What follows belongs to an exercise in optimizing a design on an open flow for a short achievable clock period and few clock cycles; a production flow would make more cautious choices.
The RTL was checked by simulation tests, not by an equivalence proof against the original design.

$ cat flow/run.sh
#!/bin/bash
# synth_recipe.tcl (not shown) runs the flow's synth.tcl, then flattens the netlist and writes it again
# the make line also repeats each setting of config.mk as NAME=value (left out here)
make -C /OpenROAD-flow-scripts/flow DESIGN_CONFIG=/design/flow/config.mk WORK_HOME=/design/flow/orfs CLKGATE_MAP_FILE= SYNTH_SCRIPT=/design/flow/synth_recipe.tcl finish
$ cat flow/config.mk
export PLATFORM = sky130hd
export DESIGN_NAME = CPU
export DESIGN_NICKNAME = CPU
export VERILOG_FILES = /design/flow/design.v
export SDC_FILE = /design/flow/constraint.sdc
export NUM_CORES = 4
export LEC_CHECK = 0
export CAP_MARGIN = 20
export CORE_MARGIN = 2
export CORE_UTILIZATION = 40
export SLEW_MARGIN = 20
$ cat flow/constraint.sdc
create_clock -name core_clock -period 35.0 [get_ports {clk}]
set_input_delay 7.0000 -clock core_clock [delete_from_list [all_inputs] [get_ports {clk}]]
set_output_delay 7.0000 -clock core_clock [all_outputs]
set_load 0.01 [all_outputs]
$ cat flow/design.v
`timescale 1ns / 1ps
module CPU (
    input         clk,
    input         reset,
    output [15:0] imem_addr,
    input  [15:0] imem_data,
    output [15:0] dmem_addr,
    output [15:0] dmem_wdata,
    output        dmem_we,
    output        dmem_re,
    input  [15:0] dmem_rdata,
    output        halt
);
    reg [15:0] pc_q;
    reg [15:0] ir;
    reg        ir_v;
    reg [15:0] ir_pc2;
    reg [15:0] gpr [1:7];
    reg [15:0] ra_q, at_q, hi_q, lo_q;
    reg [15:0] m_addr, m_wdata;
    reg        m_we, m_re;
    reg [2:0]  m_ld_rt;
    reg        halt_q;
    reg        dv_busy;
    reg [1:0]  dv_cnt;
    reg        dv_qneg, dv_rneg, dv_bz;
    reg [15:0] dv_rem, dv_quo, dv_dvs;
    wire [3:0] op   = ir[15:12];
    wire [2:0] rs   = ir[11:9];
    wire [2:0] rt   = ir[8:6];
    wire [2:0] rd   = ir[5:3];
    wire [2:0] fn   = ir[2:0];
    wire [15:0] imm = {{10{ir[5]}}, ir[5:0]};
    wire [15:0] A = (rs == 3'd0) ? 16'h0000 : gpr[rs];
    wire [15:0] B = (rt == 3'd0) ? 16'h0000 : gpr[rt];
    wire is_r0   = (op == 4'h0);
    wire is_r1   = (op == 4'h1);
    wire is_sh_o = (op == 4'h2);
    wire is_addi = (op == 4'h3);
    wire is_slti = (op == 4'h4);
    wire is_bneq = (op == 4'h5);
    wire is_bgtz = (op == 4'h6);
    wire is_j    = (op == 4'h7);
    wire is_lh   = (op == 4'h8);
    wire is_sh   = (op == 4'h9);
    wire is_mfsr = (op == 4'hA);
    wire is_mtsr = (op == 4'hB);
    wire is_halt = (op == 4'hF);
    wire is_rr   = is_r0 | is_r1;
    wire is_mul  = is_rr & (fn == 3'd2);
    wire is_div  = is_rr & (fn == 3'd3);
    wire is_jr   = is_r1 & (fn == 3'd7);
    wire uses_rs = is_rr | is_sh_o | is_addi | is_slti | is_bneq | is_bgtz | is_lh | is_sh;
    wire uses_rt = (is_rr & ~is_jr) | is_sh_o | is_bneq | is_sh | is_mtsr;
    wire hilo_use = is_mul | is_div |
                    ((is_mfsr | is_mtsr) & (fn == 3'd4 || fn == 3'd5));
    wire ld_hazard = (m_ld_rt != 3'd0) &&
                     ((uses_rs && rs == m_ld_rt) || (uses_rt && rt == m_ld_rt));
    wire dv_hazard = dv_busy & hilo_use;
    wire x_stall   = ir_v & (ld_hazard | dv_hazard);
    wire x_go      = ir_v & ~ld_hazard & ~dv_hazard & ~halt_q;
    wire x_halt    = x_go & is_halt;
    wire [15:0] sum   = A + B;
    wire [15:0] diff  = A - B;
    wire [15:0] sumi  = A + imm;
    wire        slt_s = ($signed(A) < $signed(B));
    wire        slt_u = (A < B);
    wire        sltis = ($signed(A) < $signed(imm));
    reg [15:0] shres;
    always @(*) begin
        case (fn)
            3'd0: shres = B >> A[3:0];
            3'd1: shres = B << A[3:0];
            3'd2: shres = (B >> A[3:0]) | (B << (5'd16 - {1'b0, A[3:0]}));
            3'd3: shres = (B << A[3:0]) | (B >> (5'd16 - {1'b0, A[3:0]}));
            default: shres = 16'h0000;
        endcase
    end
    reg [15:0] special;
    always @(*) begin
        case (fn)
            3'd1: special = ir_pc2;
            3'd2: special = ra_q;
            3'd3: special = at_q;
            3'd4: special = hi_q;
            3'd5: special = lo_q;
            default: special = 16'h0000;
        endcase
    end
    reg [15:0] xres;
    always @(*) begin
        xres = 16'h0000;
        if (is_r0) begin
            case (fn)
                3'd0: xres = sum;
                3'd1: xres = diff;
                3'd4: xres = A & B;
                3'd5: xres = A | B;
                3'd6: xres = ~(A | B);
                3'd7: xres = A ^ B;
                default: xres = 16'h0000;
            endcase
        end else if (is_r1) begin
            case (fn)
                3'd0: xres = sum;
                3'd1: xres = diff;
                3'd4: xres = {15'h0, slt_s};
                3'd5: xres = {15'h0, A == B};
                3'd6: xres = {15'h0, slt_u};
                default: xres = 16'h0000;
            endcase
        end else if (is_sh_o) begin
            xres = shres;
        end else if (is_addi) begin
            xres = sumi;
        end else if (is_slti) begin
            xres = {15'h0, sltis};
        end else if (is_mfsr) begin
            xres = special;
        end
    end
    wire       x_wr   = is_r0 | (is_r1 & ~is_jr) | is_sh_o | is_addi | is_slti | is_mfsr;
    wire [2:0] x_dst  = (is_addi | is_slti) ? rt : rd;
    wire       x_wen  = x_go & x_wr & (x_dst != 3'd0);
    wire        msg = is_r1;
    wire [33:0] prod = $signed({msg & A[15], A}) * $signed({msg & B[15], B});
    wire        b_ne    = (A != B);
    wire        b_gt    = ~A[15] & (A != 16'h0000);
    wire [15:0] b_tgt   = ir_pc2 + {imm[14:0], 1'b0};
    wire [15:0] j_tgt   = {ir_pc2[15:13], ir[11:0], 1'b0};
    wire        b_take  = (is_bneq & b_ne) | (is_bgtz & b_gt);
    wire [15:0] x_next  = is_jr  ? A :
                          is_j   ? j_tgt :
                          b_take ? b_tgt : ir_pc2;
    wire        redirect = x_go & ~is_halt & (x_next != pc_q);
    wire [15:0] seq   = pc_q + 16'd2;
    wire [3:0]  f_op  = imem_data[15:12];
    wire        f_j   = (f_op == 4'h7);
    wire        f_br  = ((f_op == 4'h5) | (f_op == 4'h6)) & imem_data[5];
    wire [15:0] f_btg = seq + {{9{imem_data[5]}}, imem_data[5:0], 1'b0};
    wire [15:0] f_jtg = {seq[15:13], imem_data[11:0], 1'b0};
    wire [15:0] f_next = f_j ? f_jtg : f_br ? f_btg : seq;
    wire f_hold = halt_q | x_halt;
    wire        dsg   = is_r1;
    wire        a_neg = dsg & A[15];
    wire        b_neg = dsg & B[15];
    wire [15:0] a_abs = a_neg ? (16'h0000 - A) : A;
    wire [15:0] b_abs = b_neg ? (16'h0000 - B) : B;
    reg [15:0] st_rem, st_quo;
    reg [16:0] st_t;
    integer k;
    always @(*) begin
        st_rem = dv_rem;
        st_quo = dv_quo;
        for (k = 0; k < 4; k = k + 1) begin
            st_t   = {st_rem, st_quo[15]};
            st_quo = {st_quo[14:0], 1'b0};
            if (st_t >= {1'b0, dv_dvs}) begin
                st_t      = st_t - {1'b0, dv_dvs};
                st_quo[0] = 1'b1;
            end
            st_rem = st_t[15:0];
        end
    end
    wire dv_last = dv_busy & (dv_cnt == 2'd3);
    wire [15:0] dv_hi = dv_bz ? 16'h0000 : dv_rneg ? (16'h0000 - st_rem) : st_rem;
    wire [15:0] dv_lo = dv_bz ? 16'h0000 : dv_qneg ? (16'h0000 - st_quo) : st_quo;
    wire ld_wen = m_re & (m_ld_rt != 3'd0);
    integer i;
    always @(posedge clk or posedge reset) begin
        if (reset) begin
            pc_q    <= 16'h0000;
            ir      <= 16'h0000;
            ir_v    <= 1'b0;
            ir_pc2  <= 16'h0000;
            for (i = 1; i < 8; i = i + 1) gpr[i] <= 16'h0000;
            ra_q    <= 16'h0000;
            at_q    <= 16'h0000;
            hi_q    <= 16'h0000;
            lo_q    <= 16'h0000;
            m_addr  <= 16'h0000;
            m_wdata <= 16'h0000;
            m_we    <= 1'b0;
            m_re    <= 1'b0;
            m_ld_rt <= 3'd0;
            halt_q  <= 1'b0;
            dv_busy <= 1'b0;
            dv_cnt  <= 2'd0;
            dv_qneg <= 1'b0;
            dv_rneg <= 1'b0;
            dv_bz   <= 1'b0;
            dv_rem  <= 16'h0000;
            dv_quo  <= 16'h0000;
            dv_dvs  <= 16'h0000;
        end else begin
            if (f_hold) begin
                ir_v <= 1'b0;
            end else if (redirect) begin
                pc_q <= x_next;
                ir_v <= 1'b0;
            end else if (!x_stall) begin
                pc_q   <= f_next;
                ir     <= imem_data;
                ir_v   <= 1'b1;
                ir_pc2 <= seq;
            end
            for (i = 1; i < 8; i = i + 1) begin
                if (x_wen && x_dst == i)
                    gpr[i] <= xres;
                else if (ld_wen && m_ld_rt == i)
                    gpr[i] <= dmem_rdata;
            end
            m_we    <= x_go & is_sh;
            m_re    <= x_go & is_lh;
            m_ld_rt <= (x_go & is_lh) ? rt : 3'd0;
            if (x_go & (is_lh | is_sh)) begin
                m_addr  <= sumi;
                m_wdata <= B;
            end
            if (x_halt) halt_q <= 1'b1;
            if (x_go & is_mtsr) begin
                case (fn)
                    3'd2: ra_q <= B;
                    3'd3: at_q <= B;
                    3'd4: hi_q <= B;
                    3'd5: lo_q <= B;
                    default: ;
                endcase
            end
            if (x_go & is_mul) begin
                hi_q <= prod[31:16];
                lo_q <= prod[15:0];
            end
            if (x_go & is_div) begin
                dv_busy <= 1'b1;
                dv_cnt  <= 2'd0;
                dv_qneg <= a_neg ^ b_neg;
                dv_rneg <= a_neg;
                dv_bz   <= (B == 16'h0000);
                dv_rem  <= 16'h0000;
                dv_quo  <= a_abs;
                dv_dvs  <= b_abs;
            end else if (dv_busy) begin
                dv_cnt <= dv_cnt + 2'd1;
                dv_rem <= st_rem;
                dv_quo <= st_quo;
                if (dv_last) begin
                    dv_busy <= 1'b0;
                    hi_q    <= dv_hi;
                    lo_q    <= dv_lo;
                end
            end
        end
    end
    assign imem_addr  = pc_q;
    assign dmem_addr  = m_addr;
    assign dmem_wdata = m_wdata;
    assign dmem_we    = m_we;
    assign dmem_re    = m_re;
    assign halt       = halt_q;
endmodule
==> flow_summary.toml <==
[synthesis]
synth.distinct_cells = 101
synth_area_mm2 = 0.0398
yosys.area.top_type = "dfrtp_1"
async_reset_ff_share_pct = 100
seq_area_frac_synth_pct = 19.9
synth_top_area_share_pct = 19.9
synth_nets = 5386
ys_warn_count = 18
ys_ff_latch = 317
synth_edf_count = 0
synth.avg_cell_area_um2 = 8.29
synth_top_flop_cell = "dfrtp_1"
synth_area_leaders = "dfrtp_1, fa_1, ha_1"
syn_inst = 4797

[setup_path]
max_stage_delay_ns = 0.59
critPathMaxFanout = 25
cp.arrival_ns = 12.67
rrSetupSlack_ns = 22.84
critPathCaptureType = "register"
crit_slowest_cell = "or4_1"
path_buf_inv = 8
crit_required_ns = 35.51
critical_path_class = "register to register"
cpMostUsedCell = "o21ai_0"
cp_top_family = "compound AO/OA/AOI/OAI gates"
critPathLaunchType = "register"

[global_route]
antenna_found_initial = 6
grt_pass1_vias = 35723
grt-ovfl-total = 0
grt_pass1_wl_um = 236000
grt_max_degree = 142
grt_usage_pct = 30.7

[timing]
fin_crit_sh_pct = 34.8
timing.hold.ws_ns = 0.474
final.min_clock_period_ns = 12.16
max_clock_freq_mhz = 82.2
slew_viol_final = 0
fin_tns_setup_ns = 0
max_slew_margin_pct = 21.0
skew_ns = 0.0280
hold_viol = 0
worst_pin_slew_ns = 1.18
fin_ws_ns = 22.84
setup_viol = 0
rsz0062_at_grt = "no"

[floorplanning]
start_util_pct = 40.4
dieArea_mm2 = 0.102
rows = 115
die_h_um = 319
core_mm2 = 0.0984
die_w_um = 319
pin_count = 85

[clock_network]
cts_resized = 0
worstSkewPairLatency_ns = 0.63
clockBufferDepth = 3
cts_tree = "yes"
cts_made_buffers = 41
root_buffer = "clkbuf_16"
clkTransAtPathRegs_ns = 0.06
cts.htree.levels = 2
post_cts_buffers = 0
postCtsHoldBufs = 0
cts_sinks = 317

[job]
max_cap_viol_count = 0

[final_layout]
final_nets = 5344
final_layout_size_suffix_gt1_share_pct = 10.1
syn_to_final_growth_pct = 9.48
final_cells = 6075
final_cell_mix = "nand2_1, nor2_1, inv_1"
mostFrequentLayoutCell = "nand2_1"

[placed_design]
post-place-ws_ns = 23.09
dpl.hpwl_um = 115000
dp.cells = 5998
port_buffers = 84
place_congestion = 0.998

[hold_path]
hold_path.class = "register to register"

[outcome]
status = "no timing/DRC/antenna violations"

[routing]
drt_iter0_drc = 4151
detail_route.wl_per_cell_um = 26.0
vias = 37139
vias_per_cell = 6.11
drcViolationCount = 0
first_pass_iters = 6
antenna_left = 0
drt_wl_total_um = 158000
[final cells by class]
cell class / instances / area, µm²
fill: 9809 / 54900
multi-input combinational: 3765 / 29200
sequential: 317 / 7940
timing repair buffer: 211 / 1810
tap: 1287 / 1610
inverter: 419 / 1580
clock buffer: 61 / 1230
clock inverter: 13 / 183
antenna: 2 / 5.00
[registers in the layout, summed over array words and instances (netlist names), 16 cells and up]
register,flops
dv_dvs,16
hi_q,16
dv_quo,16
ra_q,16
m_addr,16
lo_q,16
at_q,16
ir,16
m_wdata,16
dv_rem,16
pc_q,16
gpr,112
ir_pc2,16
[stage by stage]
stage / util (%) / instance area [µm²]
final: 44.2 / 43500
after global routing: 44.2 / 43500
after CTS: 44.2 / 43500
after detailed placement: 42.8 / 42100
after global placement: 42.8 / 42100
after floorplan: - / 39800
[logic make-up after synthesis]
| group | after synthesis | share of synthesized area [%] |
|---|---|---|
| mux | 326 | 9.51 |
| fa+ha+maj | 555 | 23.0 |
| simple gates | 1407 | 15.6 |
| xor+xnor | 210 | 4.64 |
| compound gates | 1267 | 20.2 |
| buf+inv | 715 | 7.14 |
| flops | 317 | 19.9 |
[worst paths after layout]
path,from,endpoint,cells past startpoint
worst min register to register,m_addr[15],m_addr[15],2
worst min-delay path,m_addr[15],m_addr[15],2
min in group asynchronous,reset,ir[5],2
worst max register to register,dv_dvs[11],lo_q[13],47
worst max-delay path,dv_dvs[11],lo_q[13],47
max in group asynchronous,reset,hi_q[10],4
[worst register-to-register path: cells and delay by family, from the launching register on]
kind | cells | cell delay (ns)
buffers and inverters | 8 | 1.69
muxes | 2 | 0.59
adders and majority gates | 4 | 1.40
DFF | 1 | 0.34
xor gates and xnor gates | 1 | 0.10
AOI/OAI and AO/OA | 22 | 5.23
and+or+nand+nor | 10 | 2.70
[routing by layer]
metal	global-route usage [%]	routed length [µm]	up-vias
li1	-	-	16615
met1	41.3	64800	18303
met4	15.8	9680	6
met3	5.39	14300	407
met5	0	36	-
met2	47.4	69100	1808
[cell usage after synthesis, drive strengths merged (11+ instances only)]
cell type  number
a211oi         69
fa            291
a21oi         339
a221o          19
o21ai         364
and2           11
buf            82
nand2         551
a22oi          28
ha            264
nand2b         31
or2            23
a31oi          31
o41ai          12
o21bai         33
clkinv         12
nor2          463
o21a           30
xnor2         157
o31ai          19
a21boi         11
o22ai          54
nand4          21
a21o           37
nor2b          57
a221oi         43
nor4           18
and3           25
mux4           23
clkbuf        214
mux2i         126
or3            30
mux2          177
nor3           61
o211ai         46
inv           407
o221ai         14
xor2           53
dfrtp         317
a2111oi        19
nand3          80
Testbench counts, summed over its fixed seeds: cycles 191,309.

what the ideal ports hide:
The results above use ideal ports. As a check the final layout listed here was re-extracted and re-timed, cells and wires unchanged. Step 1: set_driving_cell puts a clkbuf_16 on clk and a buf_2 on each other input, an assumption about the parent block. Step 2 times the ports against the registers' clock, not the clock port: input delays grow and output delays shrink by t, the midpoint of the rising clock arrivals with the driver on. a / b / c = ideal / step 1 / step 2; a / b = the first two.
shift t [ns]: 0.686
slack for setup (ns): 22.837 / 22.837 / 22.837
hold slack, ns: 0.474 / 0.474 / 0.474
worst setup path after step 2: register to register
After both steps setup and hold are still met in this run. For this run, drivers alone change the setup slack by 0.000 ns; drivers and shift together by 0.000 ns.
